Source: an optimization exercise on an open RTL-to-GDS flow (aim: small area, a short achievable clock period and few clock cycles per item). Production flows keep margins and buffers that such runs may drop.
No run shown here included a check of the RTL's function; only the layout flow was run.

--- design/flow/run.sh ---
#!/bin/bash
# synth_recipe.tcl (not shown) runs the flow's synth.tcl, then flattens the netlist and writes it again
# the make line also repeats each setting of config.mk as NAME=value (left out here)
make -C /OpenROAD-flow-scripts/flow DESIGN_CONFIG=/design/flow/config.mk WORK_HOME=/design/flow/orfs CLKGATE_MAP_FILE= SYNTH_SCRIPT=/design/flow/synth_recipe.tcl finish
--- design/flow/config.mk ---
export PLATFORM = sky130hd
export DESIGN_NAME = pyjamask96
export DESIGN_NICKNAME = pyjamask96
export VERILOG_FILES = /design/flow/design.v
export SDC_FILE = /design/flow/constraint.sdc
export NUM_CORES = 4
export LEC_CHECK = 0
export CAP_MARGIN = 20
export CORE_MARGIN = 2
export CORE_UTILIZATION = 40
export PLACE_DENSITY = 0.6
export SLEW_MARGIN = 20
--- design/flow/constraint.sdc ---
create_clock -name core_clock -period 8.0 [get_ports {clk}]
set_input_delay 1.6000 -clock core_clock [delete_from_list [all_inputs] [get_ports {clk}]]
set_output_delay 1.6000 -clock core_clock [all_outputs]
set_load 0.01 [all_outputs]
--- design/flow/design.v ---
`timescale 1ns/1ps
module pyjamask96(
    input clk,
    input reset_n,
    input load,
    input start,
    input [7:0] byte_in,
    input [7:0] byte_key_in,
    output reg valid,
    output reg [7:0] byte_out
    );
    localparam [2:0] IDLE = 3'd0, LOAD = 3'd1, RUN = 3'd2, WAIT = 3'd3, OUT = 3'd4;
    reg [2:0]   phase;
    reg [3:0]   cnt;
    reg         started;
    reg [95:0]  state;
    reg [127:0] key;
    wire [31:0] s0 = state[95:64], s1 = state[63:32], s2 = state[31:0];
    wire [31:0] k0 = key[127:96], k1 = key[95:64], k2 = key[63:32], k3 = key[31:0];
    wire [31:0] x0 = s0, x1 = s1, x2 = s2;
    wire [31:0] a0 = x0 ^ x1;
    wire [31:0] a1 = x1 ^ x2;
    wire [31:0] a2 = x2 ^ (a0 & a1);
    wire [31:0] b0 = a0 ^ (a1 & a2);
    wire [31:0] b1 = a1 ^ (b0 & a2);
    wire [31:0] b2 = a2 ^ b0;
    wire [31:0] sb1 = b0 ^ b1;
    wire [31:0] sb0 = b1;
    wire [31:0] sb2 = ~b2;
    wire [31:0] mr0, mr1, mr2;
    wire [31:0] ka = k0 ^ k1, kb = k2 ^ k3;
    wire [31:0] kx0 = k1 ^ kb;
    wire [31:0] kmk;
    wire [31:0] kx1 = k0 ^ kb, kx2 = k3 ^ ka, kx3 = k2 ^ ka;
    wire [31:0] nk0 = kmk ^ {24'h0, 4'h8, cnt};
    wire [31:0] nk1 = {kx1[7:0],  kx1[31:8]}  ^ 32'h00006a00;
    wire [31:0] nk2 = {kx2[14:0], kx2[31:15]} ^ 32'h003f0000;
    wire [31:0] nk3 = {kx3[17:0], kx3[31:18]} ^ 32'h24000000;
    wire [31:0] m0_f1;
    assign m0_f1[0] = sb0[0] ^ sb0[5];
    assign m0_f1[1] = sb0[1] ^ sb0[6];
    assign m0_f1[2] = sb0[2] ^ sb0[7];
    assign m0_f1[3] = sb0[3] ^ sb0[8];
    assign m0_f1[4] = sb0[4] ^ sb0[9];
    assign m0_f1[5] = sb0[5] ^ sb0[10];
    assign m0_f1[6] = sb0[6] ^ sb0[11];
    assign m0_f1[7] = sb0[7] ^ sb0[12];
    assign m0_f1[8] = sb0[8] ^ sb0[13];
    assign m0_f1[9] = sb0[9] ^ sb0[14];
    assign m0_f1[10] = sb0[10] ^ sb0[15];
    assign m0_f1[11] = sb0[11] ^ sb0[16];
    assign m0_f1[12] = sb0[12] ^ sb0[17];
    assign m0_f1[13] = sb0[13] ^ sb0[18];
    assign m0_f1[14] = sb0[14] ^ sb0[19];
    assign m0_f1[15] = sb0[15] ^ sb0[20];
    assign m0_f1[16] = sb0[16] ^ sb0[21];
    assign m0_f1[17] = sb0[17] ^ sb0[22];
    assign m0_f1[18] = sb0[18] ^ sb0[23];
    assign m0_f1[19] = sb0[19] ^ sb0[24];
    assign m0_f1[20] = sb0[20] ^ sb0[25];
    assign m0_f1[21] = sb0[21] ^ sb0[26];
    assign m0_f1[22] = sb0[22] ^ sb0[27];
    assign m0_f1[23] = sb0[23] ^ sb0[28];
    assign m0_f1[24] = sb0[24] ^ sb0[29];
    assign m0_f1[25] = sb0[25] ^ sb0[30];
    assign m0_f1[26] = sb0[26] ^ sb0[31];
    assign m0_f1[27] = sb0[27] ^ sb0[0];
    assign m0_f1[28] = sb0[28] ^ sb0[1];
    assign m0_f1[29] = sb0[29] ^ sb0[2];
    assign m0_f1[30] = sb0[30] ^ sb0[3];
    assign m0_f1[31] = sb0[31] ^ sb0[4];
    wire [31:0] m0_f2;
    assign m0_f2[0] = sb0[0] ^ m0_f1[2];
    assign m0_f2[1] = sb0[1] ^ m0_f1[3];
    assign m0_f2[2] = sb0[2] ^ m0_f1[4];
    assign m0_f2[3] = sb0[3] ^ m0_f1[5];
    assign m0_f2[4] = sb0[4] ^ m0_f1[6];
    assign m0_f2[5] = sb0[5] ^ m0_f1[7];
    assign m0_f2[6] = sb0[6] ^ m0_f1[8];
    assign m0_f2[7] = sb0[7] ^ m0_f1[9];
    assign m0_f2[8] = sb0[8] ^ m0_f1[10];
    assign m0_f2[9] = sb0[9] ^ m0_f1[11];
    assign m0_f2[10] = sb0[10] ^ m0_f1[12];
    assign m0_f2[11] = sb0[11] ^ m0_f1[13];
    assign m0_f2[12] = sb0[12] ^ m0_f1[14];
    assign m0_f2[13] = sb0[13] ^ m0_f1[15];
    assign m0_f2[14] = sb0[14] ^ m0_f1[16];
    assign m0_f2[15] = sb0[15] ^ m0_f1[17];
    assign m0_f2[16] = sb0[16] ^ m0_f1[18];
    assign m0_f2[17] = sb0[17] ^ m0_f1[19];
    assign m0_f2[18] = sb0[18] ^ m0_f1[20];
    assign m0_f2[19] = sb0[19] ^ m0_f1[21];
    assign m0_f2[20] = sb0[20] ^ m0_f1[22];
    assign m0_f2[21] = sb0[21] ^ m0_f1[23];
    assign m0_f2[22] = sb0[22] ^ m0_f1[24];
    assign m0_f2[23] = sb0[23] ^ m0_f1[25];
    assign m0_f2[24] = sb0[24] ^ m0_f1[26];
    assign m0_f2[25] = sb0[25] ^ m0_f1[27];
    assign m0_f2[26] = sb0[26] ^ m0_f1[28];
    assign m0_f2[27] = sb0[27] ^ m0_f1[29];
    assign m0_f2[28] = sb0[28] ^ m0_f1[30];
    assign m0_f2[29] = sb0[29] ^ m0_f1[31];
    assign m0_f2[30] = sb0[30] ^ m0_f1[0];
    assign m0_f2[31] = sb0[31] ^ m0_f1[1];
    assign mr0[0] = m0_f1[24] ^ m0_f1[14] ^ sb0[31] ^ m0_f2[0] ^ m0_f2[6];
    assign mr0[1] = m0_f1[25] ^ m0_f1[15] ^ sb0[0] ^ m0_f2[1] ^ m0_f2[7];
    assign mr0[2] = m0_f1[26] ^ m0_f1[16] ^ sb0[1] ^ m0_f2[2] ^ m0_f2[8];
    assign mr0[3] = m0_f1[27] ^ m0_f1[17] ^ sb0[2] ^ m0_f2[3] ^ m0_f2[9];
    assign mr0[4] = m0_f1[28] ^ m0_f1[18] ^ sb0[3] ^ m0_f2[4] ^ m0_f2[10];
    assign mr0[5] = m0_f1[29] ^ m0_f1[19] ^ sb0[4] ^ m0_f2[5] ^ m0_f2[11];
    assign mr0[6] = m0_f1[30] ^ m0_f1[20] ^ sb0[5] ^ m0_f2[6] ^ m0_f2[12];
    assign mr0[7] = m0_f1[31] ^ m0_f1[21] ^ sb0[6] ^ m0_f2[7] ^ m0_f2[13];
    assign mr0[8] = m0_f1[0] ^ m0_f1[22] ^ sb0[7] ^ m0_f2[8] ^ m0_f2[14];
    assign mr0[9] = m0_f1[1] ^ m0_f1[23] ^ sb0[8] ^ m0_f2[9] ^ m0_f2[15];
    assign mr0[10] = m0_f1[2] ^ m0_f1[24] ^ sb0[9] ^ m0_f2[10] ^ m0_f2[16];
    assign mr0[11] = m0_f1[3] ^ m0_f1[25] ^ sb0[10] ^ m0_f2[11] ^ m0_f2[17];
    assign mr0[12] = m0_f1[4] ^ m0_f1[26] ^ sb0[11] ^ m0_f2[12] ^ m0_f2[18];
    assign mr0[13] = m0_f1[5] ^ m0_f1[27] ^ sb0[12] ^ m0_f2[13] ^ m0_f2[19];
    assign mr0[14] = m0_f1[6] ^ m0_f1[28] ^ sb0[13] ^ m0_f2[14] ^ m0_f2[20];
    assign mr0[15] = m0_f1[7] ^ m0_f1[29] ^ sb0[14] ^ m0_f2[15] ^ m0_f2[21];
    assign mr0[16] = m0_f1[8] ^ m0_f1[30] ^ sb0[15] ^ m0_f2[16] ^ m0_f2[22];
    assign mr0[17] = m0_f1[9] ^ m0_f1[31] ^ sb0[16] ^ m0_f2[17] ^ m0_f2[23];
    assign mr0[18] = m0_f1[10] ^ m0_f1[0] ^ sb0[17] ^ m0_f2[18] ^ m0_f2[24];
    assign mr0[19] = m0_f1[11] ^ m0_f1[1] ^ sb0[18] ^ m0_f2[19] ^ m0_f2[25];
    assign mr0[20] = m0_f1[12] ^ m0_f1[2] ^ sb0[19] ^ m0_f2[20] ^ m0_f2[26];
    assign mr0[21] = m0_f1[13] ^ m0_f1[3] ^ sb0[20] ^ m0_f2[21] ^ m0_f2[27];
    assign mr0[22] = m0_f1[14] ^ m0_f1[4] ^ sb0[21] ^ m0_f2[22] ^ m0_f2[28];
    assign mr0[23] = m0_f1[15] ^ m0_f1[5] ^ sb0[22] ^ m0_f2[23] ^ m0_f2[29];
    assign mr0[24] = m0_f1[16] ^ m0_f1[6] ^ sb0[23] ^ m0_f2[24] ^ m0_f2[30];
    assign mr0[25] = m0_f1[17] ^ m0_f1[7] ^ sb0[24] ^ m0_f2[25] ^ m0_f2[31];
    assign mr0[26] = m0_f1[18] ^ m0_f1[8] ^ sb0[25] ^ m0_f2[26] ^ m0_f2[0];
    assign mr0[27] = m0_f1[19] ^ m0_f1[9] ^ sb0[26] ^ m0_f2[27] ^ m0_f2[1];
    assign mr0[28] = m0_f1[20] ^ m0_f1[10] ^ sb0[27] ^ m0_f2[28] ^ m0_f2[2];
    assign mr0[29] = m0_f1[21] ^ m0_f1[11] ^ sb0[28] ^ m0_f2[29] ^ m0_f2[3];
    assign mr0[30] = m0_f1[22] ^ m0_f1[12] ^ sb0[29] ^ m0_f2[30] ^ m0_f2[4];
    assign mr0[31] = m0_f1[23] ^ m0_f1[13] ^ sb0[30] ^ m0_f2[31] ^ m0_f2[5];
    wire [31:0] m1_f1;
    assign m1_f1[0] = sb1[0] ^ sb1[13];
    assign m1_f1[1] = sb1[1] ^ sb1[14];
    assign m1_f1[2] = sb1[2] ^ sb1[15];
    assign m1_f1[3] = sb1[3] ^ sb1[16];
    assign m1_f1[4] = sb1[4] ^ sb1[17];
    assign m1_f1[5] = sb1[5] ^ sb1[18];
    assign m1_f1[6] = sb1[6] ^ sb1[19];
    assign m1_f1[7] = sb1[7] ^ sb1[20];
    assign m1_f1[8] = sb1[8] ^ sb1[21];
    assign m1_f1[9] = sb1[9] ^ sb1[22];
    assign m1_f1[10] = sb1[10] ^ sb1[23];
    assign m1_f1[11] = sb1[11] ^ sb1[24];
    assign m1_f1[12] = sb1[12] ^ sb1[25];
    assign m1_f1[13] = sb1[13] ^ sb1[26];
    assign m1_f1[14] = sb1[14] ^ sb1[27];
    assign m1_f1[15] = sb1[15] ^ sb1[28];
    assign m1_f1[16] = sb1[16] ^ sb1[29];
    assign m1_f1[17] = sb1[17] ^ sb1[30];
    assign m1_f1[18] = sb1[18] ^ sb1[31];
    assign m1_f1[19] = sb1[19] ^ sb1[0];
    assign m1_f1[20] = sb1[20] ^ sb1[1];
    assign m1_f1[21] = sb1[21] ^ sb1[2];
    assign m1_f1[22] = sb1[22] ^ sb1[3];
    assign m1_f1[23] = sb1[23] ^ sb1[4];
    assign m1_f1[24] = sb1[24] ^ sb1[5];
    assign m1_f1[25] = sb1[25] ^ sb1[6];
    assign m1_f1[26] = sb1[26] ^ sb1[7];
    assign m1_f1[27] = sb1[27] ^ sb1[8];
    assign m1_f1[28] = sb1[28] ^ sb1[9];
    assign m1_f1[29] = sb1[29] ^ sb1[10];
    assign m1_f1[30] = sb1[30] ^ sb1[11];
    assign m1_f1[31] = sb1[31] ^ sb1[12];
    wire [31:0] m1_f2;
    assign m1_f2[0] = sb1[0] ^ m1_f1[17];
    assign m1_f2[1] = sb1[1] ^ m1_f1[18];
    assign m1_f2[2] = sb1[2] ^ m1_f1[19];
    assign m1_f2[3] = sb1[3] ^ m1_f1[20];
    assign m1_f2[4] = sb1[4] ^ m1_f1[21];
    assign m1_f2[5] = sb1[5] ^ m1_f1[22];
    assign m1_f2[6] = sb1[6] ^ m1_f1[23];
    assign m1_f2[7] = sb1[7] ^ m1_f1[24];
    assign m1_f2[8] = sb1[8] ^ m1_f1[25];
    assign m1_f2[9] = sb1[9] ^ m1_f1[26];
    assign m1_f2[10] = sb1[10] ^ m1_f1[27];
    assign m1_f2[11] = sb1[11] ^ m1_f1[28];
    assign m1_f2[12] = sb1[12] ^ m1_f1[29];
    assign m1_f2[13] = sb1[13] ^ m1_f1[30];
    assign m1_f2[14] = sb1[14] ^ m1_f1[31];
    assign m1_f2[15] = sb1[15] ^ m1_f1[0];
    assign m1_f2[16] = sb1[16] ^ m1_f1[1];
    assign m1_f2[17] = sb1[17] ^ m1_f1[2];
    assign m1_f2[18] = sb1[18] ^ m1_f1[3];
    assign m1_f2[19] = sb1[19] ^ m1_f1[4];
    assign m1_f2[20] = sb1[20] ^ m1_f1[5];
    assign m1_f2[21] = sb1[21] ^ m1_f1[6];
    assign m1_f2[22] = sb1[22] ^ m1_f1[7];
    assign m1_f2[23] = sb1[23] ^ m1_f1[8];
    assign m1_f2[24] = sb1[24] ^ m1_f1[9];
    assign m1_f2[25] = sb1[25] ^ m1_f1[10];
    assign m1_f2[26] = sb1[26] ^ m1_f1[11];
    assign m1_f2[27] = sb1[27] ^ m1_f1[12];
    assign m1_f2[28] = sb1[28] ^ m1_f1[13];
    assign m1_f2[29] = sb1[29] ^ m1_f1[14];
    assign m1_f2[30] = sb1[30] ^ m1_f1[15];
    assign m1_f2[31] = sb1[31] ^ m1_f1[16];
    wire [31:0] m1_f3;
    assign m1_f3[0] = m1_f2[0] ^ m1_f2[8];
    assign m1_f3[1] = m1_f2[1] ^ m1_f2[9];
    assign m1_f3[2] = m1_f2[2] ^ m1_f2[10];
    assign m1_f3[3] = m1_f2[3] ^ m1_f2[11];
    assign m1_f3[4] = m1_f2[4] ^ m1_f2[12];
    assign m1_f3[5] = m1_f2[5] ^ m1_f2[13];
    assign m1_f3[6] = m1_f2[6] ^ m1_f2[14];
    assign m1_f3[7] = m1_f2[7] ^ m1_f2[15];
    assign m1_f3[8] = m1_f2[8] ^ m1_f2[16];
    assign m1_f3[9] = m1_f2[9] ^ m1_f2[17];
    assign m1_f3[10] = m1_f2[10] ^ m1_f2[18];
    assign m1_f3[11] = m1_f2[11] ^ m1_f2[19];
    assign m1_f3[12] = m1_f2[12] ^ m1_f2[20];
    assign m1_f3[13] = m1_f2[13] ^ m1_f2[21];
    assign m1_f3[14] = m1_f2[14] ^ m1_f2[22];
    assign m1_f3[15] = m1_f2[15] ^ m1_f2[23];
    assign m1_f3[16] = m1_f2[16] ^ m1_f2[24];
    assign m1_f3[17] = m1_f2[17] ^ m1_f2[25];
    assign m1_f3[18] = m1_f2[18] ^ m1_f2[26];
    assign m1_f3[19] = m1_f2[19] ^ m1_f2[27];
    assign m1_f3[20] = m1_f2[20] ^ m1_f2[28];
    assign m1_f3[21] = m1_f2[21] ^ m1_f2[29];
    assign m1_f3[22] = m1_f2[22] ^ m1_f2[30];
    assign m1_f3[23] = m1_f2[23] ^ m1_f2[31];
    assign m1_f3[24] = m1_f2[24] ^ m1_f2[0];
    assign m1_f3[25] = m1_f2[25] ^ m1_f2[1];
    assign m1_f3[26] = m1_f2[26] ^ m1_f2[2];
    assign m1_f3[27] = m1_f2[27] ^ m1_f2[3];
    assign m1_f3[28] = m1_f2[28] ^ m1_f2[4];
    assign m1_f3[29] = m1_f2[29] ^ m1_f2[5];
    assign m1_f3[30] = m1_f2[30] ^ m1_f2[6];
    assign m1_f3[31] = m1_f2[31] ^ m1_f2[7];
    assign mr1[0] = m1_f1[6] ^ m1_f2[1] ^ m1_f3[9];
    assign mr1[1] = m1_f1[7] ^ m1_f2[2] ^ m1_f3[10];
    assign mr1[2] = m1_f1[8] ^ m1_f2[3] ^ m1_f3[11];
    assign mr1[3] = m1_f1[9] ^ m1_f2[4] ^ m1_f3[12];
    assign mr1[4] = m1_f1[10] ^ m1_f2[5] ^ m1_f3[13];
    assign mr1[5] = m1_f1[11] ^ m1_f2[6] ^ m1_f3[14];
    assign mr1[6] = m1_f1[12] ^ m1_f2[7] ^ m1_f3[15];
    assign mr1[7] = m1_f1[13] ^ m1_f2[8] ^ m1_f3[16];
    assign mr1[8] = m1_f1[14] ^ m1_f2[9] ^ m1_f3[17];
    assign mr1[9] = m1_f1[15] ^ m1_f2[10] ^ m1_f3[18];
    assign mr1[10] = m1_f1[16] ^ m1_f2[11] ^ m1_f3[19];
    assign mr1[11] = m1_f1[17] ^ m1_f2[12] ^ m1_f3[20];
    assign mr1[12] = m1_f1[18] ^ m1_f2[13] ^ m1_f3[21];
    assign mr1[13] = m1_f1[19] ^ m1_f2[14] ^ m1_f3[22];
    assign mr1[14] = m1_f1[20] ^ m1_f2[15] ^ m1_f3[23];
    assign mr1[15] = m1_f1[21] ^ m1_f2[16] ^ m1_f3[24];
    assign mr1[16] = m1_f1[22] ^ m1_f2[17] ^ m1_f3[25];
    assign mr1[17] = m1_f1[23] ^ m1_f2[18] ^ m1_f3[26];
    assign mr1[18] = m1_f1[24] ^ m1_f2[19] ^ m1_f3[27];
    assign mr1[19] = m1_f1[25] ^ m1_f2[20] ^ m1_f3[28];
    assign mr1[20] = m1_f1[26] ^ m1_f2[21] ^ m1_f3[29];
    assign mr1[21] = m1_f1[27] ^ m1_f2[22] ^ m1_f3[30];
    assign mr1[22] = m1_f1[28] ^ m1_f2[23] ^ m1_f3[31];
    assign mr1[23] = m1_f1[29] ^ m1_f2[24] ^ m1_f3[0];
    assign mr1[24] = m1_f1[30] ^ m1_f2[25] ^ m1_f3[1];
    assign mr1[25] = m1_f1[31] ^ m1_f2[26] ^ m1_f3[2];
    assign mr1[26] = m1_f1[0] ^ m1_f2[27] ^ m1_f3[3];
    assign mr1[27] = m1_f1[1] ^ m1_f2[28] ^ m1_f3[4];
    assign mr1[28] = m1_f1[2] ^ m1_f2[29] ^ m1_f3[5];
    assign mr1[29] = m1_f1[3] ^ m1_f2[30] ^ m1_f3[6];
    assign mr1[30] = m1_f1[4] ^ m1_f2[31] ^ m1_f3[7];
    assign mr1[31] = m1_f1[5] ^ m1_f2[0] ^ m1_f3[8];
    wire [31:0] m2_f1;
    assign m2_f1[0] = sb2[0] ^ sb2[6];
    assign m2_f1[1] = sb2[1] ^ sb2[7];
    assign m2_f1[2] = sb2[2] ^ sb2[8];
    assign m2_f1[3] = sb2[3] ^ sb2[9];
    assign m2_f1[4] = sb2[4] ^ sb2[10];
    assign m2_f1[5] = sb2[5] ^ sb2[11];
    assign m2_f1[6] = sb2[6] ^ sb2[12];
    assign m2_f1[7] = sb2[7] ^ sb2[13];
    assign m2_f1[8] = sb2[8] ^ sb2[14];
    assign m2_f1[9] = sb2[9] ^ sb2[15];
    assign m2_f1[10] = sb2[10] ^ sb2[16];
    assign m2_f1[11] = sb2[11] ^ sb2[17];
    assign m2_f1[12] = sb2[12] ^ sb2[18];
    assign m2_f1[13] = sb2[13] ^ sb2[19];
    assign m2_f1[14] = sb2[14] ^ sb2[20];
    assign m2_f1[15] = sb2[15] ^ sb2[21];
    assign m2_f1[16] = sb2[16] ^ sb2[22];
    assign m2_f1[17] = sb2[17] ^ sb2[23];
    assign m2_f1[18] = sb2[18] ^ sb2[24];
    assign m2_f1[19] = sb2[19] ^ sb2[25];
    assign m2_f1[20] = sb2[20] ^ sb2[26];
    assign m2_f1[21] = sb2[21] ^ sb2[27];
    assign m2_f1[22] = sb2[22] ^ sb2[28];
    assign m2_f1[23] = sb2[23] ^ sb2[29];
    assign m2_f1[24] = sb2[24] ^ sb2[30];
    assign m2_f1[25] = sb2[25] ^ sb2[31];
    assign m2_f1[26] = sb2[26] ^ sb2[0];
    assign m2_f1[27] = sb2[27] ^ sb2[1];
    assign m2_f1[28] = sb2[28] ^ sb2[2];
    assign m2_f1[29] = sb2[29] ^ sb2[3];
    assign m2_f1[30] = sb2[30] ^ sb2[4];
    assign m2_f1[31] = sb2[31] ^ sb2[5];
    wire [31:0] m2_f2;
    assign m2_f2[0] = m2_f1[0] ^ m2_f1[3];
    assign m2_f2[1] = m2_f1[1] ^ m2_f1[4];
    assign m2_f2[2] = m2_f1[2] ^ m2_f1[5];
    assign m2_f2[3] = m2_f1[3] ^ m2_f1[6];
    assign m2_f2[4] = m2_f1[4] ^ m2_f1[7];
    assign m2_f2[5] = m2_f1[5] ^ m2_f1[8];
    assign m2_f2[6] = m2_f1[6] ^ m2_f1[9];
    assign m2_f2[7] = m2_f1[7] ^ m2_f1[10];
    assign m2_f2[8] = m2_f1[8] ^ m2_f1[11];
    assign m2_f2[9] = m2_f1[9] ^ m2_f1[12];
    assign m2_f2[10] = m2_f1[10] ^ m2_f1[13];
    assign m2_f2[11] = m2_f1[11] ^ m2_f1[14];
    assign m2_f2[12] = m2_f1[12] ^ m2_f1[15];
    assign m2_f2[13] = m2_f1[13] ^ m2_f1[16];
    assign m2_f2[14] = m2_f1[14] ^ m2_f1[17];
    assign m2_f2[15] = m2_f1[15] ^ m2_f1[18];
    assign m2_f2[16] = m2_f1[16] ^ m2_f1[19];
    assign m2_f2[17] = m2_f1[17] ^ m2_f1[20];
    assign m2_f2[18] = m2_f1[18] ^ m2_f1[21];
    assign m2_f2[19] = m2_f1[19] ^ m2_f1[22];
    assign m2_f2[20] = m2_f1[20] ^ m2_f1[23];
    assign m2_f2[21] = m2_f1[21] ^ m2_f1[24];
    assign m2_f2[22] = m2_f1[22] ^ m2_f1[25];
    assign m2_f2[23] = m2_f1[23] ^ m2_f1[26];
    assign m2_f2[24] = m2_f1[24] ^ m2_f1[27];
    assign m2_f2[25] = m2_f1[25] ^ m2_f1[28];
    assign m2_f2[26] = m2_f1[26] ^ m2_f1[29];
    assign m2_f2[27] = m2_f1[27] ^ m2_f1[30];
    assign m2_f2[28] = m2_f1[28] ^ m2_f1[31];
    assign m2_f2[29] = m2_f1[29] ^ m2_f1[0];
    assign m2_f2[30] = m2_f1[30] ^ m2_f1[1];
    assign m2_f2[31] = m2_f1[31] ^ m2_f1[2];
    assign mr2[0] = sb2[2] ^ sb2[24] ^ sb2[17] ^ m2_f1[12] ^ m2_f2[13] ^ m2_f2[1];
    assign mr2[1] = sb2[3] ^ sb2[25] ^ sb2[18] ^ m2_f1[13] ^ m2_f2[14] ^ m2_f2[2];
    assign mr2[2] = sb2[4] ^ sb2[26] ^ sb2[19] ^ m2_f1[14] ^ m2_f2[15] ^ m2_f2[3];
    assign mr2[3] = sb2[5] ^ sb2[27] ^ sb2[20] ^ m2_f1[15] ^ m2_f2[16] ^ m2_f2[4];
    assign mr2[4] = sb2[6] ^ sb2[28] ^ sb2[21] ^ m2_f1[16] ^ m2_f2[17] ^ m2_f2[5];
    assign mr2[5] = sb2[7] ^ sb2[29] ^ sb2[22] ^ m2_f1[17] ^ m2_f2[18] ^ m2_f2[6];
    assign mr2[6] = sb2[8] ^ sb2[30] ^ sb2[23] ^ m2_f1[18] ^ m2_f2[19] ^ m2_f2[7];
    assign mr2[7] = sb2[9] ^ sb2[31] ^ sb2[24] ^ m2_f1[19] ^ m2_f2[20] ^ m2_f2[8];
    assign mr2[8] = sb2[10] ^ sb2[0] ^ sb2[25] ^ m2_f1[20] ^ m2_f2[21] ^ m2_f2[9];
    assign mr2[9] = sb2[11] ^ sb2[1] ^ sb2[26] ^ m2_f1[21] ^ m2_f2[22] ^ m2_f2[10];
    assign mr2[10] = sb2[12] ^ sb2[2] ^ sb2[27] ^ m2_f1[22] ^ m2_f2[23] ^ m2_f2[11];
    assign mr2[11] = sb2[13] ^ sb2[3] ^ sb2[28] ^ m2_f1[23] ^ m2_f2[24] ^ m2_f2[12];
    assign mr2[12] = sb2[14] ^ sb2[4] ^ sb2[29] ^ m2_f1[24] ^ m2_f2[25] ^ m2_f2[13];
    assign mr2[13] = sb2[15] ^ sb2[5] ^ sb2[30] ^ m2_f1[25] ^ m2_f2[26] ^ m2_f2[14];
    assign mr2[14] = sb2[16] ^ sb2[6] ^ sb2[31] ^ m2_f1[26] ^ m2_f2[27] ^ m2_f2[15];
    assign mr2[15] = sb2[17] ^ sb2[7] ^ sb2[0] ^ m2_f1[27] ^ m2_f2[28] ^ m2_f2[16];
    assign mr2[16] = sb2[18] ^ sb2[8] ^ sb2[1] ^ m2_f1[28] ^ m2_f2[29] ^ m2_f2[17];
    assign mr2[17] = sb2[19] ^ sb2[9] ^ sb2[2] ^ m2_f1[29] ^ m2_f2[30] ^ m2_f2[18];
    assign mr2[18] = sb2[20] ^ sb2[10] ^ sb2[3] ^ m2_f1[30] ^ m2_f2[31] ^ m2_f2[19];
    assign mr2[19] = sb2[21] ^ sb2[11] ^ sb2[4] ^ m2_f1[31] ^ m2_f2[0] ^ m2_f2[20];
    assign mr2[20] = sb2[22] ^ sb2[12] ^ sb2[5] ^ m2_f1[0] ^ m2_f2[1] ^ m2_f2[21];
    assign mr2[21] = sb2[23] ^ sb2[13] ^ sb2[6] ^ m2_f1[1] ^ m2_f2[2] ^ m2_f2[22];
    assign mr2[22] = sb2[24] ^ sb2[14] ^ sb2[7] ^ m2_f1[2] ^ m2_f2[3] ^ m2_f2[23];
    assign mr2[23] = sb2[25] ^ sb2[15] ^ sb2[8] ^ m2_f1[3] ^ m2_f2[4] ^ m2_f2[24];
    assign mr2[24] = sb2[26] ^ sb2[16] ^ sb2[9] ^ m2_f1[4] ^ m2_f2[5] ^ m2_f2[25];
    assign mr2[25] = sb2[27] ^ sb2[17] ^ sb2[10] ^ m2_f1[5] ^ m2_f2[6] ^ m2_f2[26];
    assign mr2[26] = sb2[28] ^ sb2[18] ^ sb2[11] ^ m2_f1[6] ^ m2_f2[7] ^ m2_f2[27];
    assign mr2[27] = sb2[29] ^ sb2[19] ^ sb2[12] ^ m2_f1[7] ^ m2_f2[8] ^ m2_f2[28];
    assign mr2[28] = sb2[30] ^ sb2[20] ^ sb2[13] ^ m2_f1[8] ^ m2_f2[9] ^ m2_f2[29];
    assign mr2[29] = sb2[31] ^ sb2[21] ^ sb2[14] ^ m2_f1[9] ^ m2_f2[10] ^ m2_f2[30];
    assign mr2[30] = sb2[0] ^ sb2[22] ^ sb2[15] ^ m2_f1[10] ^ m2_f2[11] ^ m2_f2[31];
    assign mr2[31] = sb2[1] ^ sb2[23] ^ sb2[16] ^ m2_f1[11] ^ m2_f2[12] ^ m2_f2[0];
    wire [31:0] mk_f1;
    assign mk_f1[0] = kx0[0] ^ kx0[2];
    assign mk_f1[1] = kx0[1] ^ kx0[3];
    assign mk_f1[2] = kx0[2] ^ kx0[4];
    assign mk_f1[3] = kx0[3] ^ kx0[5];
    assign mk_f1[4] = kx0[4] ^ kx0[6];
    assign mk_f1[5] = kx0[5] ^ kx0[7];
    assign mk_f1[6] = kx0[6] ^ kx0[8];
    assign mk_f1[7] = kx0[7] ^ kx0[9];
    assign mk_f1[8] = kx0[8] ^ kx0[10];
    assign mk_f1[9] = kx0[9] ^ kx0[11];
    assign mk_f1[10] = kx0[10] ^ kx0[12];
    assign mk_f1[11] = kx0[11] ^ kx0[13];
    assign mk_f1[12] = kx0[12] ^ kx0[14];
    assign mk_f1[13] = kx0[13] ^ kx0[15];
    assign mk_f1[14] = kx0[14] ^ kx0[16];
    assign mk_f1[15] = kx0[15] ^ kx0[17];
    assign mk_f1[16] = kx0[16] ^ kx0[18];
    assign mk_f1[17] = kx0[17] ^ kx0[19];
    assign mk_f1[18] = kx0[18] ^ kx0[20];
    assign mk_f1[19] = kx0[19] ^ kx0[21];
    assign mk_f1[20] = kx0[20] ^ kx0[22];
    assign mk_f1[21] = kx0[21] ^ kx0[23];
    assign mk_f1[22] = kx0[22] ^ kx0[24];
    assign mk_f1[23] = kx0[23] ^ kx0[25];
    assign mk_f1[24] = kx0[24] ^ kx0[26];
    assign mk_f1[25] = kx0[25] ^ kx0[27];
    assign mk_f1[26] = kx0[26] ^ kx0[28];
    assign mk_f1[27] = kx0[27] ^ kx0[29];
    assign mk_f1[28] = kx0[28] ^ kx0[30];
    assign mk_f1[29] = kx0[29] ^ kx0[31];
    assign mk_f1[30] = kx0[30] ^ kx0[0];
    assign mk_f1[31] = kx0[31] ^ kx0[1];
    wire [31:0] mk_f2;
    assign mk_f2[0] = kx0[0] ^ kx0[5];
    assign mk_f2[1] = kx0[1] ^ kx0[6];
    assign mk_f2[2] = kx0[2] ^ kx0[7];
    assign mk_f2[3] = kx0[3] ^ kx0[8];
    assign mk_f2[4] = kx0[4] ^ kx0[9];
    assign mk_f2[5] = kx0[5] ^ kx0[10];
    assign mk_f2[6] = kx0[6] ^ kx0[11];
    assign mk_f2[7] = kx0[7] ^ kx0[12];
    assign mk_f2[8] = kx0[8] ^ kx0[13];
    assign mk_f2[9] = kx0[9] ^ kx0[14];
    assign mk_f2[10] = kx0[10] ^ kx0[15];
    assign mk_f2[11] = kx0[11] ^ kx0[16];
    assign mk_f2[12] = kx0[12] ^ kx0[17];
    assign mk_f2[13] = kx0[13] ^ kx0[18];
    assign mk_f2[14] = kx0[14] ^ kx0[19];
    assign mk_f2[15] = kx0[15] ^ kx0[20];
    assign mk_f2[16] = kx0[16] ^ kx0[21];
    assign mk_f2[17] = kx0[17] ^ kx0[22];
    assign mk_f2[18] = kx0[18] ^ kx0[23];
    assign mk_f2[19] = kx0[19] ^ kx0[24];
    assign mk_f2[20] = kx0[20] ^ kx0[25];
    assign mk_f2[21] = kx0[21] ^ kx0[26];
    assign mk_f2[22] = kx0[22] ^ kx0[27];
    assign mk_f2[23] = kx0[23] ^ kx0[28];
    assign mk_f2[24] = kx0[24] ^ kx0[29];
    assign mk_f2[25] = kx0[25] ^ kx0[30];
    assign mk_f2[26] = kx0[26] ^ kx0[31];
    assign mk_f2[27] = kx0[27] ^ kx0[0];
    assign mk_f2[28] = kx0[28] ^ kx0[1];
    assign mk_f2[29] = kx0[29] ^ kx0[2];
    assign mk_f2[30] = kx0[30] ^ kx0[3];
    assign mk_f2[31] = kx0[31] ^ kx0[4];
    wire [31:0] mk_f3;
    assign mk_f3[0] = mk_f1[0] ^ mk_f2[19];
    assign mk_f3[1] = mk_f1[1] ^ mk_f2[20];
    assign mk_f3[2] = mk_f1[2] ^ mk_f2[21];
    assign mk_f3[3] = mk_f1[3] ^ mk_f2[22];
    assign mk_f3[4] = mk_f1[4] ^ mk_f2[23];
    assign mk_f3[5] = mk_f1[5] ^ mk_f2[24];
    assign mk_f3[6] = mk_f1[6] ^ mk_f2[25];
    assign mk_f3[7] = mk_f1[7] ^ mk_f2[26];
    assign mk_f3[8] = mk_f1[8] ^ mk_f2[27];
    assign mk_f3[9] = mk_f1[9] ^ mk_f2[28];
    assign mk_f3[10] = mk_f1[10] ^ mk_f2[29];
    assign mk_f3[11] = mk_f1[11] ^ mk_f2[30];
    assign mk_f3[12] = mk_f1[12] ^ mk_f2[31];
    assign mk_f3[13] = mk_f1[13] ^ mk_f2[0];
    assign mk_f3[14] = mk_f1[14] ^ mk_f2[1];
    assign mk_f3[15] = mk_f1[15] ^ mk_f2[2];
    assign mk_f3[16] = mk_f1[16] ^ mk_f2[3];
    assign mk_f3[17] = mk_f1[17] ^ mk_f2[4];
    assign mk_f3[18] = mk_f1[18] ^ mk_f2[5];
    assign mk_f3[19] = mk_f1[19] ^ mk_f2[6];
    assign mk_f3[20] = mk_f1[20] ^ mk_f2[7];
    assign mk_f3[21] = mk_f1[21] ^ mk_f2[8];
    assign mk_f3[22] = mk_f1[22] ^ mk_f2[9];
    assign mk_f3[23] = mk_f1[23] ^ mk_f2[10];
    assign mk_f3[24] = mk_f1[24] ^ mk_f2[11];
    assign mk_f3[25] = mk_f1[25] ^ mk_f2[12];
    assign mk_f3[26] = mk_f1[26] ^ mk_f2[13];
    assign mk_f3[27] = mk_f1[27] ^ mk_f2[14];
    assign mk_f3[28] = mk_f1[28] ^ mk_f2[15];
    assign mk_f3[29] = mk_f1[29] ^ mk_f2[16];
    assign mk_f3[30] = mk_f1[30] ^ mk_f2[17];
    assign mk_f3[31] = mk_f1[31] ^ mk_f2[18];
    assign kmk[0] = mk_f1[23] ^ kx0[4] ^ mk_f3[16] ^ mk_f3[28] ^ mk_f3[0];
    assign kmk[1] = mk_f1[24] ^ kx0[5] ^ mk_f3[17] ^ mk_f3[29] ^ mk_f3[1];
    assign kmk[2] = mk_f1[25] ^ kx0[6] ^ mk_f3[18] ^ mk_f3[30] ^ mk_f3[2];
    assign kmk[3] = mk_f1[26] ^ kx0[7] ^ mk_f3[19] ^ mk_f3[31] ^ mk_f3[3];
    assign kmk[4] = mk_f1[27] ^ kx0[8] ^ mk_f3[20] ^ mk_f3[0] ^ mk_f3[4];
    assign kmk[5] = mk_f1[28] ^ kx0[9] ^ mk_f3[21] ^ mk_f3[1] ^ mk_f3[5];
    assign kmk[6] = mk_f1[29] ^ kx0[10] ^ mk_f3[22] ^ mk_f3[2] ^ mk_f3[6];
    assign kmk[7] = mk_f1[30] ^ kx0[11] ^ mk_f3[23] ^ mk_f3[3] ^ mk_f3[7];
    assign kmk[8] = mk_f1[31] ^ kx0[12] ^ mk_f3[24] ^ mk_f3[4] ^ mk_f3[8];
    assign kmk[9] = mk_f1[0] ^ kx0[13] ^ mk_f3[25] ^ mk_f3[5] ^ mk_f3[9];
    assign kmk[10] = mk_f1[1] ^ kx0[14] ^ mk_f3[26] ^ mk_f3[6] ^ mk_f3[10];
    assign kmk[11] = mk_f1[2] ^ kx0[15] ^ mk_f3[27] ^ mk_f3[7] ^ mk_f3[11];
    assign kmk[12] = mk_f1[3] ^ kx0[16] ^ mk_f3[28] ^ mk_f3[8] ^ mk_f3[12];
    assign kmk[13] = mk_f1[4] ^ kx0[17] ^ mk_f3[29] ^ mk_f3[9] ^ mk_f3[13];
    assign kmk[14] = mk_f1[5] ^ kx0[18] ^ mk_f3[30] ^ mk_f3[10] ^ mk_f3[14];
    assign kmk[15] = mk_f1[6] ^ kx0[19] ^ mk_f3[31] ^ mk_f3[11] ^ mk_f3[15];
    assign kmk[16] = mk_f1[7] ^ kx0[20] ^ mk_f3[0] ^ mk_f3[12] ^ mk_f3[16];
    assign kmk[17] = mk_f1[8] ^ kx0[21] ^ mk_f3[1] ^ mk_f3[13] ^ mk_f3[17];
    assign kmk[18] = mk_f1[9] ^ kx0[22] ^ mk_f3[2] ^ mk_f3[14] ^ mk_f3[18];
    assign kmk[19] = mk_f1[10] ^ kx0[23] ^ mk_f3[3] ^ mk_f3[15] ^ mk_f3[19];
    assign kmk[20] = mk_f1[11] ^ kx0[24] ^ mk_f3[4] ^ mk_f3[16] ^ mk_f3[20];
    assign kmk[21] = mk_f1[12] ^ kx0[25] ^ mk_f3[5] ^ mk_f3[17] ^ mk_f3[21];
    assign kmk[22] = mk_f1[13] ^ kx0[26] ^ mk_f3[6] ^ mk_f3[18] ^ mk_f3[22];
    assign kmk[23] = mk_f1[14] ^ kx0[27] ^ mk_f3[7] ^ mk_f3[19] ^ mk_f3[23];
    assign kmk[24] = mk_f1[15] ^ kx0[28] ^ mk_f3[8] ^ mk_f3[20] ^ mk_f3[24];
    assign kmk[25] = mk_f1[16] ^ kx0[29] ^ mk_f3[9] ^ mk_f3[21] ^ mk_f3[25];
    assign kmk[26] = mk_f1[17] ^ kx0[30] ^ mk_f3[10] ^ mk_f3[22] ^ mk_f3[26];
    assign kmk[27] = mk_f1[18] ^ kx0[31] ^ mk_f3[11] ^ mk_f3[23] ^ mk_f3[27];
    assign kmk[28] = mk_f1[19] ^ kx0[0] ^ mk_f3[12] ^ mk_f3[24] ^ mk_f3[28];
    assign kmk[29] = mk_f1[20] ^ kx0[1] ^ mk_f3[13] ^ mk_f3[25] ^ mk_f3[29];
    assign kmk[30] = mk_f1[21] ^ kx0[2] ^ mk_f3[14] ^ mk_f3[26] ^ mk_f3[30];
    assign kmk[31] = mk_f1[22] ^ kx0[3] ^ mk_f3[15] ^ mk_f3[27] ^ mk_f3[31];
    wire last_load  = (phase == LOAD) & (cnt == 4'd15);
    wire last_round = (phase == RUN) & (cnt == 4'd13);
    wire last_out   = (phase == OUT) & (cnt == 4'd11);
    always @(posedge clk or negedge reset_n) begin
        if (!reset_n) begin
            phase   <= IDLE;
            cnt     <= 4'd0;
            started <= 1'b0;
            valid   <= 1'b0;
        end else begin
            case (phase)
                IDLE: begin
                    cnt <= 4'd1;
                    if (load) phase <= LOAD;
                end
                LOAD: begin
                    cnt <= cnt + 4'd1;
                    started <= 1'b0;
                    if (cnt == 4'd15) phase <= RUN;
                end
                RUN: begin
                    cnt <= cnt + 4'd1;
                    if (start) started <= 1'b1;
                    if (cnt == 4'd13) begin
                        cnt <= 4'd0;
                        if (start | started) begin
                            phase <= OUT;
                            valid <= 1'b1;
                        end else begin
                            phase <= WAIT;
                        end
                    end
                end
                WAIT: begin
                    cnt <= 4'd0;
                    if (start) begin
                        phase <= OUT;
                        valid <= 1'b1;
                    end
                end
                default: begin  
                    cnt <= cnt + 4'd1;
                    if (cnt == 4'd11) begin
                        phase <= IDLE;
                        valid <= 1'b0;
                    end
                end
            endcase
        end
    end
    wire shift_in  = (phase == IDLE) | (phase == LOAD);
    wire state_in  = (phase == IDLE) | ((phase == LOAD) & (cnt < 4'd12));
    always @(posedge clk) begin
        if (state_in)
            state <= {state[87:0], byte_in ^ byte_key_in};    
        else if (phase == RUN)
            state <= {mr0 ^ nk0, mr1 ^ nk1, mr2 ^ nk2};        
        else if (phase == OUT)
            state <= {8'h00, state[95:8]};
    end
    always @(posedge clk) begin
        if (shift_in)
            key <= {key[119:0], byte_key_in};
        else
            key <= {nk0, nk1, nk2, nk3};
    end
    always @(*) byte_out = state[7:0];
endmodule
==> results.py, run 1 <==
metrics = {
    "placement": {
        "placedInstanceArea_um2": 21700,
        "port_buffers": 28,
        "place_hpwl_mm": 64.6,
        "gp_congestion": 1.04,
    },
    "worst_hold_path": {
        "whs_path_depth": 2,
        "hold-path-endpoint": "key[121]$_DFF_P_",
        "hold_path_startpoint": "key[113]$_DFF_P_",
        "holdCritPathClass": "register to register",
    },
    "finish": {
        "drive_above_1_share_pct": 6.47,
        "multiInputGateArea_um2": 14800,
        "layout_common_cells": "xnor2_1, xor2_1, nand2_1, o21ai_0, nor2_1",
        "fin_nets": 2193,
        "nFillCells": 4986,
        "layout_commonest_cell": "xnor2_1",
        "ff_latch_area_um2": 5670,
        "utilization_pct": 44.5,
        "syn_to_final_growth_pct": 10.1,
        "design_area_um2": 22800,
    },
    "routing": {
        "routed_wl_mm": 79.5,
        "postRouteAntennaNets": 0,
        "vias": 15300,
        "drt_iter0_markers": 1866,
        "drc_errors": 0,
        "drt-vias-per-instance": 5.33,
        "dr.pass1.iters": 5,
        "avgRoutedWirePerCell_um": 27.6,
    },
    "clock_network": {
        "cts_buffers": 30,
        "clk_latency_ns": 0.61,
        "postCtsSetupBuffers": 0,
        "cts_tree": "built",
        "cts-hold-fix-buffers": 0,
        "clk_pin_slew_ns": 0.06,
        "root_buffer": "clkbuf_16",
        "cts_resized": 0,
        "h-tree-depth": 1,
        "cts_buffer_depth": 3,
        "cts_sinks": 233,
    },
    "worst_setup_path": {
        "critical_path.max_fanout": 5,
        "rr_worst_depth": 7,
        "cp-end-kind": "register",
        "path_common_cell": "xnor2_1",
        "cp.required_ns": 8.30,
        "crit_path_start": "state[60]$_DFFE_PP_",
        "regToRegEndpoint": "state[24]$_DFFE_PP_",
        "critical_path_class": "register to register",
        "regToRegSetupSlack_ns": 4.36,
        "cp-start-kind": "register",
        "r2r-start": "state[60]$_DFFE_PP_",
        "cp_slowest_cell": "xnor2_1",
        "worstPathArrival_ns": 3.94,
        "cp_slowest_stage_delay_ns": 0.88,
        "path_cells": "nor2b_1, xnor2_1, xnor2_1, xnor2_1, xnor3_1, mux2i_1, o21ai_0",
    },
    "floorplan": {
        "fp.dieW_um": 232,
        "dieArea_um2": 53700,
        "pin_count": 29,
        "rows": 83,
        "core_um2": 51300,
        "start_util_pct": 40.4,
        "dieHeight_um": 232,
    },
    "yosys": {
        "syn_inst": 2171,
        "synth_area_per_cell_um2": 9.55,
        "ys_ff_latch": 233,
        "yosysSeqAreaShare_pct": 27.4,
        "yosysWarnings": 1,
        "synth_area_um2": 20700,
        "ys_types": 40,
        "syn-num-nets": 2193,
    },
    "timing": {
        "hold-worst-slack_ns": 0.470,
        "hold_viol": 0,
        "rsz0062_at_grt": "false",
        "finalSetupViolCount": 0,
        "skew_ns": 0.0348,
        "setup-tns-final_ns": 0,
        "relSlewSlack_pct": 19.5,
        "final_max_slew_viol_count": 0,
        "period_share_pct": 45.5,
        "clock.fmax_ghz": 0.274,
        "tightest_slew_ns": 1.20,
        "finalCriticalPeriod_ns": 3.64,
    },
    "status": {
        "outcome": "no timing/DRC/antenna violations",
    },
    "global_route": {
        "grt_pass1_vias": 15100,
        "gr-total-overflow": 0,
        "antenna_found_initial": 0,
        "grt_max_degree": 127,
        "grt_pass1_wl_mm": 112,
        "grt.total_usage_pct": 29.6,
    },
    "flow_run": {
        "drv_cap": 0,
    },
}
## logic make-up after synthesis
| group | synth area share (%) |
|---|---|
| flip-flops | 27.4 |
| AND/OR/NAND/NOR | 8.14 |
| XOR/XNOR | 54.6 |
| multiplexers | 1.21 |
| buffers and inverters | 1.56 |
| adder cells (fa/ha/maj) | 0.121 |
| AO/OA/AOI/OAI | 7.00 |
## Yosys cell counts
master,count,area (µm²)
a211o_1,5,43.8
a21oi_1,46,230
a22o_1,3,26.3
a22oi_1,24,180
a31oi_1,11,68.8
and2_0,2,12.5
and2_1,2,12.5
buf_1,5,18.8
buf_4,8,60.1
clkbuf_1,61,229
dfrtp_1,9,225
dfxtp_1,128,2560
edfxtp_1,96,2880
ha_1,2,25.0
inv_1,4,15.0
mux2_2,1,11.3
mux2i_1,24,240
nand2_1,243,912
nand2b_1,1,6.26
nand3_1,4,20.0
nor2_1,132,495
nor2b_1,33,206
nor4_1,1,6.26
o211a_1,1,10.0
o21ai_0,146,731
o21ai_1,22,110
o221ai_1,1,8.76
o22ai_1,3,18.8
o31ai_1,2,15.0
o41ai_1,1,8.76
or2_2,1,6.26
or3b_2,1,8.76
xnor2_1,774,6780
xnor2_2,25,407
xnor3_1,39,878
xnor3_2,27,642
xor2_1,270,2360
xor2_2,9,146
xor2_4,3,82.6
xor3_1,1,23.8
## metrics by stage
step	cells	setup WS (ns)
floorplan	2171	4.18
global placement	2819	4.30
detailed placement	2819	4.43
CTS	2875	4.40
global route	2875	4.24
finish	2876	4.36
## sequential cells by signal, indices dropped and copies added (netlist names)
register	flops
valid	1
state	96
key	128
cnt	4
started	1
phase	3
## worst max path at each step
stage                                endpoint  slack [ns]
after detailed placement  state[24]$_DFFE_PP_        4.43
after CTS                 state[24]$_DFFE_PP_        4.40
after floorplan            state[0]$_DFFE_PP_        4.18
after global placement    state[24]$_DFFE_PP_        4.30
final                     state[24]$_DFFE_PP_        4.36
after global routing      state[24]$_DFFE_PP_        4.24
## layer usage
| metal | global-route usage, % | vias up | share of wire [%] |
|---|---|---|---|
| met5 | 0 | - | 0 |
| met4 | 15.1 | 0 | 5.7 |
| met3 | 3.65 | 150 | 7.7 |
| met2 | 46.2 | 704 | 44 |
| met1 | 40.2 | 7475 | 42 |
| li1 | - | 6998 | - |
## critical path, delay by kind of cell, from the launching register on
family,cells,cell delay (ns)
mux,1,0.13
flops,1,0.48
xor+xnor,4,2.47
compound gates,1,0.08
simple gates,1,0.19
## cell type report
| class | count | area share (%) |
|---|---|---|
| Clock inverter | 15 | 1.04 |
| Inverter | 4 | 0.0658 |
| Sequential cell | 233 | 24.8 |
| Timing Repair Buffer | 42 | 1.70 |
| Multi-Input combinational cell | 1860 | 64.7 |
| Clock buffer | 41 | 3.91 |
| Antenna cell | 1 | 0.0110 |
| Tap cell | 680 | 3.73 |
==> run 2: changes to the inputs <==
--- a/design/flow/config.mk
+++ b/design/flow/config.mk
@@ -9,4 +9,5 @@
 export CORE_MARGIN = 2
 export CORE_UTILIZATION = 40
 export PLACE_DENSITY = 0.6
+export SETUP_SLACK_MARGIN = 5
 export SLEW_MARGIN = 20
==> results.py, run 2 <==
metrics = {
    "routing": {
        "vias": 15600,
        "drc_errors": 0,
        "drt_iter0_markers": 1709,
        "drt-vias-per-instance": 5.35,
        "dr.pass1.iters": 5,
        "routed_wl_mm": 81.4,
        "avgRoutedWirePerCell_um": 27.9,
        "postRouteAntennaNets": 0,
    },
    "timing": {
        "finalSetupViolCount": 0,
        "setup-tns-final_ns": 0,
        "hold_viol": 0,
        "period_share_pct": 38.6,
        "final_max_slew_viol_count": 0,
        "rsz0062_at_grt": "true",
        "tightest_slew_ns": 1.15,
        "skew_ns": 0.0252,
        "hold-worst-slack_ns": 0.487,
        "finalCriticalPeriod_ns": 3.09,
        "relSlewSlack_pct": 22.9,
        "clock.fmax_ghz": 0.324,
    },
    "floorplan": {
        "fp.dieW_um": 232,
        "rows": 83,
        "dieHeight_um": 232,
        "pin_count": 29,
        "core_um2": 51300,
        "dieArea_um2": 53700,
        "start_util_pct": 40.4,
    },
    "finish": {
        "top_register": "key",
        "layout_common_cells": "xnor2_1, nand2_1, xor2_1, o21ai_0, nor2_1",
        "largest_reg_flops": 128,
        "reg.largest.list": "key x128, state x96, cnt x4",
        "drive_above_1_share_pct": 14.4,
        "syn_to_final_growth_pct": 17.5,
        "fin_nets": 2236,
        "stdcell_count": 2917,
        "utilization_pct": 47.5,
        "layout_commonest_cell": "xnor2_1",
    },
    "global_route": {
        "antenna_found_initial": 0,
        "grt_pass1_vias": 15300,
        "grt_max_degree": 102,
        "gr-total-overflow": 0,
        "grt_pass1_wl_mm": 114,
        "grt.total_usage_pct": 30.1,
    },
    "worst_setup_path": {
        "critical_path.max_fanout": 4,
        "cp.required_ns": 8.30,
        "cp-end-kind": "register",
        "regToRegSetupSlack_ns": 4.91,
        "rr_worst_depth": 8,
        "r2r-start": "key[22]$_DFF_P_",
        "cp-start-kind": "register",
        "regToRegEndpoint": "state[66]$_DFFE_PP_",
        "worstPathArrival_ns": 3.38,
        "critical_path_class": "register to register",
    },
    "clock_network": {
        "cts_buffer_depth": 3,
        "cts-hold-fix-buffers": 0,
        "cts_buffers": 29,
        "cts_sinks": 233,
        "clk_latency_ns": 0.60,
        "root_buffer": "clkbuf_16",
        "cts_tree": "built",
        "clk_pin_slew_ns": 0.06,
        "h-tree-depth": 1,
    },
    "yosys": {
        "synth_area_per_cell_um2": 9.55,
        "synth_top_cell_area_share_pct": 32.7,
        "synth_area_leaders": "xnor2_1, edfxtp_1, dfxtp_1, xor2_1, nand2_1",
        "syn_inst": 2171,
        "yosysSeqAreaShare_pct": 27.4,
        "synth.most_common_cell": "xnor2_1",
        "synth_top_cell_by_area": "xnor2_1",
        "ys_async_sr_fraction_pct": 3.86,
        "yosysWarnings": 1,
        "synth_area_um2": 20700,
        "synth-main-ff-cell": "dfxtp_1",
        "synth-edff-count": 96,
        "syn-num-nets": 2193,
        "ys_types": 40,
        "synthTopCellsByCount": "xnor2_1, xor2_1, nand2_1, o21ai_0, nor2_1",
        "ys_ff_latch": 233,
    },
    "worst_hold_path": {
        "holdCritPathClass": "register to register",
        "hold_path_startpoint": "key[102]$_DFF_P_",
        "whs_path_depth": 2,
        "hold-path-endpoint": "key[110]$_DFF_P_",
    },
    "placement": {
        "dpl.cell_count": 2823,
        "port_buffers": 28,
        "gp_congestion": 1.04,
        "place_hpwl_mm": 64.3,
    },
    "flow_run": {
        "drv_cap": 0,
    },
    "status": {
        "outcome": "no timing/DRC/antenna violations",
    },
}
run 2: cell counts after synthesis:
Identical to the previous run, type by type.
run 2: cell families (layout without fill, tap and decap cells):
| family | count (synthesis) | after routing | synth area share (%) |
|---|---|---|---|
| xor gates and xnor gates | 1148 | 1148 | 54.6 |
| and+or+nand+nor | 420 | 422 | 8.14 |
| AOI/OAI and AO/OA | 265 | 265 | 7.00 |
| DFF | 233 | 233 | 27.4 |
| buffers and inverters | 78 | 141 | 1.56 |
| muxes | 25 | 25 | 1.21 |
| adders and majority gates | 2 | 2 | 0.121 |
| other | 0 | 1 | 0 |
run 2: area by class of cell:
type                    count  area [µm²]
diodes                      1        2.50
repair buffers             84         711
clock buffers              43         901
well taps                 680         851
inverters                   4        15.0
flip-flops and latches    233        5670
multi-input cells        1862       16100
fillers                  4822       26900
clock inverters            10        76.3
run 2: per-layer routing:
| layer | GRT usage [%] | up-vias | wire [µm] |
|---|---|---|---|
| met5 | 0 | - | 0 |
| met4 | 14.6 | 0 | 4630 |
| met3 | 4.77 | 166 | 7410 |
| met2 | 46.5 | 775 | 35800 |
| met1 | 40.9 | 7601 | 33600 |
| li1 | - | 7071 | - |
run 2: what timing repair did:
item | 4_1_cts | 5_1_grt
gates resized for setup | 121 | 69
setup endpoints to repair | 145 | 112
cloned | 1 | 1
pin swaps | 8 | 19
setup buffers | 15 | 23
endpoints found under the hold margin | 0 | 0
run 2: worst max-delay path, stage by stage, from the launching register on:
cell and delay, ns:
dfxtp_1 0.34, xnor3_1 0.77, xor2_2 0.26, xnor2_1 0.46, xor2_1 0.22, xnor2_1 0.10
xnor2_1 0.38, xnor2_1 0.17, o21ai_1 0.07
run 2: worst max path at each step:
stage / startpoint / to / slack, ns / cells after the start
global route: state[17]$_DFFE_PP_ / state[84]$_DFFE_PP_ / 4.90 / 8
CTS: key[28]$_DFF_P_ / state[73]$_DFFE_PP_ / 4.88 / 8
floorplan: phase[1]$_DFFE_PN0P_ / state[0]$_DFFE_PP_ / 5.07 / 6
global placement: state[61]$_DFFE_PP_ / state[7]$_DFFE_PP_ / 4.39 / 8
detailed placement: phase[1]$_DFFE_PN0P_ / state[51]$_DFFE_PP_ / 4.42 / 5
finish: key[22]$_DFF_P_ / state[66]$_DFFE_PP_ / 4.91 / 8
run 2: per-stage QoR:
stage / instance area, µm² / worst slack [ns]
after floorplan: 20700 / 5.07
after global placement: 21700 / 4.39
after detailed placement: 21700 / 4.42
after CTS: 23700 / 4.88
after global routing: 24400 / 4.90
final: 24400 / 4.91
==> run 3: changes to the inputs <==
--- a/design/flow/config.mk
+++ b/design/flow/config.mk
@@ -5,6 +5,7 @@
 export SDC_FILE = /design/flow/constraint.sdc
 export NUM_CORES = 4
 export LEC_CHECK = 0
+export ABC_AREA = 1
 export CAP_MARGIN = 20
 export CORE_MARGIN = 2
 export CORE_UTILIZATION = 40
==> results.py, run 3 <==
metrics = {
    "yosys": {
        "synthTopCellsByCount": "nand2_1, inv_1, nand3_1, xor2_1, o21ai_0",
        "yosysSeqAreaShare_pct": 19.7,
        "synth-edff-count": 96,
        "syn-num-nets": 5311,
        "synth_area_um2": 28700,
        "yosysWarnings": 1,
        "ys_async_sr_fraction_pct": 3.86,
        "synth_area_leaders": "nand2_1, edfxtp_1, dfxtp_1, nand3_1, xor2_1",
        "ys_ff_latch": 233,
        "synth-main-ff-cell": "dfxtp_1",
        "synth_area_per_cell_um2": 5.43,
        "synth_top_cell_by_area": "nand2_1",
        "synth.most_common_cell": "nand2_1",
        "synth_top_cell_area_share_pct": 39.5,
        "syn_inst": 5289,
        "ys_types": 45,
    },
    "global_route": {
        "grt.total_usage_pct": 35.9,
        "gr-total-overflow": 0,
        "grt_pass1_wl_mm": 195,
        "use_met3_pct": 5.06,
        "antenna_found_initial": 2,
        "gr-usage-met1_pct": 46.7,
        "grt_util_met2_pct": 55.1,
        "grt_max_degree": 218,
        "grt_pass1_vias": 29600,
        "busiest_layer": "met2",
    },
    "finish": {
        "reg.largest.list": "key x128, state x96, cnt x4",
        "multiInputGateArea_um2": 21400,
        "nFillCells": 7751,
        "largest_reg_flops": 128,
        "syn_to_final_growth_pct": 14.3,
        "top_register": "key",
        "layout_common_cells": "nand2_1, inv_1, nand3_1, xor2_1, o21ai_0",
        "ff_latch_area_um2": 5680,
        "layout_commonest_cell": "nand2_1",
        "antenna_cells": 0,
        "drive_above_1_share_pct": 8.63,
        "fin_nets": 5400,
    },
    "clock_network": {
        "cts_sinks": 233,
        "cts_buffers": 31,
        "cts_tree": "built",
        "root_buffer": "clkbuf_16",
        "clk_pin_slew_ns": 0.07,
        "clk_latency_ns": 0.61,
        "h-tree-depth": 1,
        "cts_buffer_depth": 3,
    },
    "worst_setup_path": {
        "cp-start-kind": "register",
        "worstPathArrival_ns": 3.44,
        "critical_path_class": "register to register",
        "cp.required_ns": 8.36,
        "crit_buf_inv": 2,
        "cp-end-kind": "register",
        "cp_slowest_stage_delay_ns": 0.66,
        "cp_top_family": "simple AND/OR/NAND/NOR gates",
        "critical_path.max_fanout": 7,
        "cp_slowest_cell": "edfxtp_1",
        "path_cells": "buf_4, nand3_1, o21ai_2, nand2_1, nand2_1, nand2_1, nand2_1, nand2_1, nand2_1, nand2_1, nand2_1, inv_1, nand3_1, nand3_1, nand2_1, nand2_1",
        "path_common_cell": "nand2_1",
    },
    "timing": {
        "skew_ns": 0.0355,
        "finalCriticalPeriod_ns": 3.07,
        "period_share_pct": 38.4,
        "clock.fmax_ghz": 0.326,
        "finalSetupViolCount": 0,
        "relSlewSlack_pct": 26.9,
        "setup-tns-final_ns": 0,
        "tightest_slew_ns": 1.09,
        "rsz0062_at_grt": "true",
        "hold_viol": 0,
        "final_max_slew_viol_count": 0,
        "setup_ws_ns": 4.93,
    },
    "routing": {
        "routed_wl_mm": 137,
        "drt-vias-per-instance": 5.32,
        "drt_iter0_markers": 3896,
        "drc_errors": 0,
        "dr.pass1.iters": 9,
        "vias": 33800,
        "avgRoutedWirePerCell_um": 21.6,
        "postRouteAntennaNets": 0,
    },
    "placement": {
        "place_hpwl_mm": 112,
        "gp_congestion": 1.05,
        "place_ws_ns": 4.45,
        "port_buffers": 28,
    },
    "floorplan": {
        "core_um2": 71200,
        "rows": 98,
        "pin_count": 29,
        "start_util_pct": 40.3,
        "dieArea_um2": 74000,
        "fp.dieW_um": 272,
        "dieHeight_um": 272,
    },
    "worst_hold_path": {
        "holdCritPathClass": "register to register",
    },
    "flow_run": {
        "drv_cap": 0,
    },
    "status": {
        "outcome": "no timing/DRC/antenna violations",
    },
}
-- run 3: cell count changes after synthesis, moves of 27 or more --
cell / before / now
xnor2_1: 774 / 152
nand2_2: 0 / 33
o21ai_0: 146 / 216
nor2_1: 132 / 60
xnor3_1: 39 / 0
a21oi_1: 46 / 19
nand2_1: 243 / 3022
nand3_1: 4 / 465
xnor3_2: 27 / 0
inv_2: 0 / 28
inv_1: 4 / 535
nor2b_1: 33 / 0
nand3b_1: 0 / 27
-- run 3: cell families after synthesis --
| group | Yosys count | share of synthesized area (%) |
|---|---|---|
| AO/OA/AOI/OAI | 326 | 7.30 |
| XOR/XNOR | 422 | 13.4 |
| adder cells (fa/ha/maj) | 2 | 0.0871 |
| buffers and inverters | 657 | 8.79 |
| flip-flops | 233 | 19.7 |
| AND/OR/NAND/NOR | 3649 | 50.7 |
-- run 3: cell type report --
type / count / share of cell area [%]
timing repair buffer: 149 / 4.48
inverter: 564 / 6.49
multi-input combinational: 4399 / 65.1
clock buffer: 44 / 2.82
tap: 950 / 3.62
clock inverter: 13 / 0.232
sequential: 233 / 17.3
-- run 3: routing by layer --
metal | up-vias | wire [µm]
met1 | 15400 | 55400
met4 | 4 | 11400
met5 | - | 30
met3 | 366 | 13000
li1 | 16500 | -
met2 | 1587 | 57300
-- run 3: final timing paths --
| path | from | end | slack (ns) | cells after the start |
|---|---|---|---|---|
| setup / recovery | state[24]$_DFFE_PP_ | state[75]$_DFFE_PP_ | 4.93 | 16 |
| hold / removal | key[109]$_DFF_P_ | key[117]$_DFF_P_ | 0.52 | 2 |
| setup reg to reg | state[24]$_DFFE_PP_ | state[75]$_DFFE_PP_ | 4.93 | 16 |
| hold reg to reg | key[109]$_DFF_P_ | key[117]$_DFF_P_ | 0.52 | 2 |
| max in group asynchronous | reset_n | phase[0]$_DFFE_PN0P_ | 6.39 | 1 |
| min in group asynchronous | reset_n | started$_DFFE_PN0P_ | 1.31 | 1 |
-- run 3: stage by stage --
step                      instances  hold WS (ns)  area (µm²)  utilization [%]
after CTS                      6261         0.524       31300             43.9
after global placement         6185         0.512       29900             42.0
final                          6352         0.517       32800             46.1
after global routing           6352         0.553       32800             46.1
after floorplan                5289         0.472       28700                -
after detailed placement       6185         0.520       29900             42.0
-- run 3: worst reg2reg max path, delay by kind of cell (launching register included) --
kind / cells / cell delay (ns)
buffers and inverters: 2 / 0.28
and+or+nand+nor: 13 / 1.64
AOI/OAI and AO/OA: 1 / 0.22
DFF: 1 / 0.66
-- run 3: timing repair --
item	in CTS	in global routing
buffers inserted	19	91
resized for setup	56	159
setup endpoints to repair	132	133
gates cloned	0	0
pin swaps	5	27
hold buffers	0	0

[re-timing with driven ports]
No port has a modelled driver above. Below, the same layouts with a new extraction and two added sets of constraints. Step 1, drivers: a clkbuf_16 drives clk and a buf_2 each remaining input, both assumed. Step 2, shift: input delay + t, output delay - t, t = (earliest + latest rising clock arrival at the registers) / 2. This alone moves slack from input paths to output paths. Three values: ideal ports, drivers, drivers and shift; two values: the first two.
run | t (ns) | slack for setup (ns) | cell pins on the clock port's net
run 1 | 0.643 | 4.356 / 4.356 / 4.356 | 1
run 2 | 0.639 | 4.913 / 4.913 / 4.913 | 1
run 3 | 0.664 | 4.929 / 4.929 / 4.739 | 1
After both steps setup and hold are still met in every run listed. For run 3, which loses most, drivers alone change the setup slack by 0.000 ns; drivers and shift together by -0.190 ns.
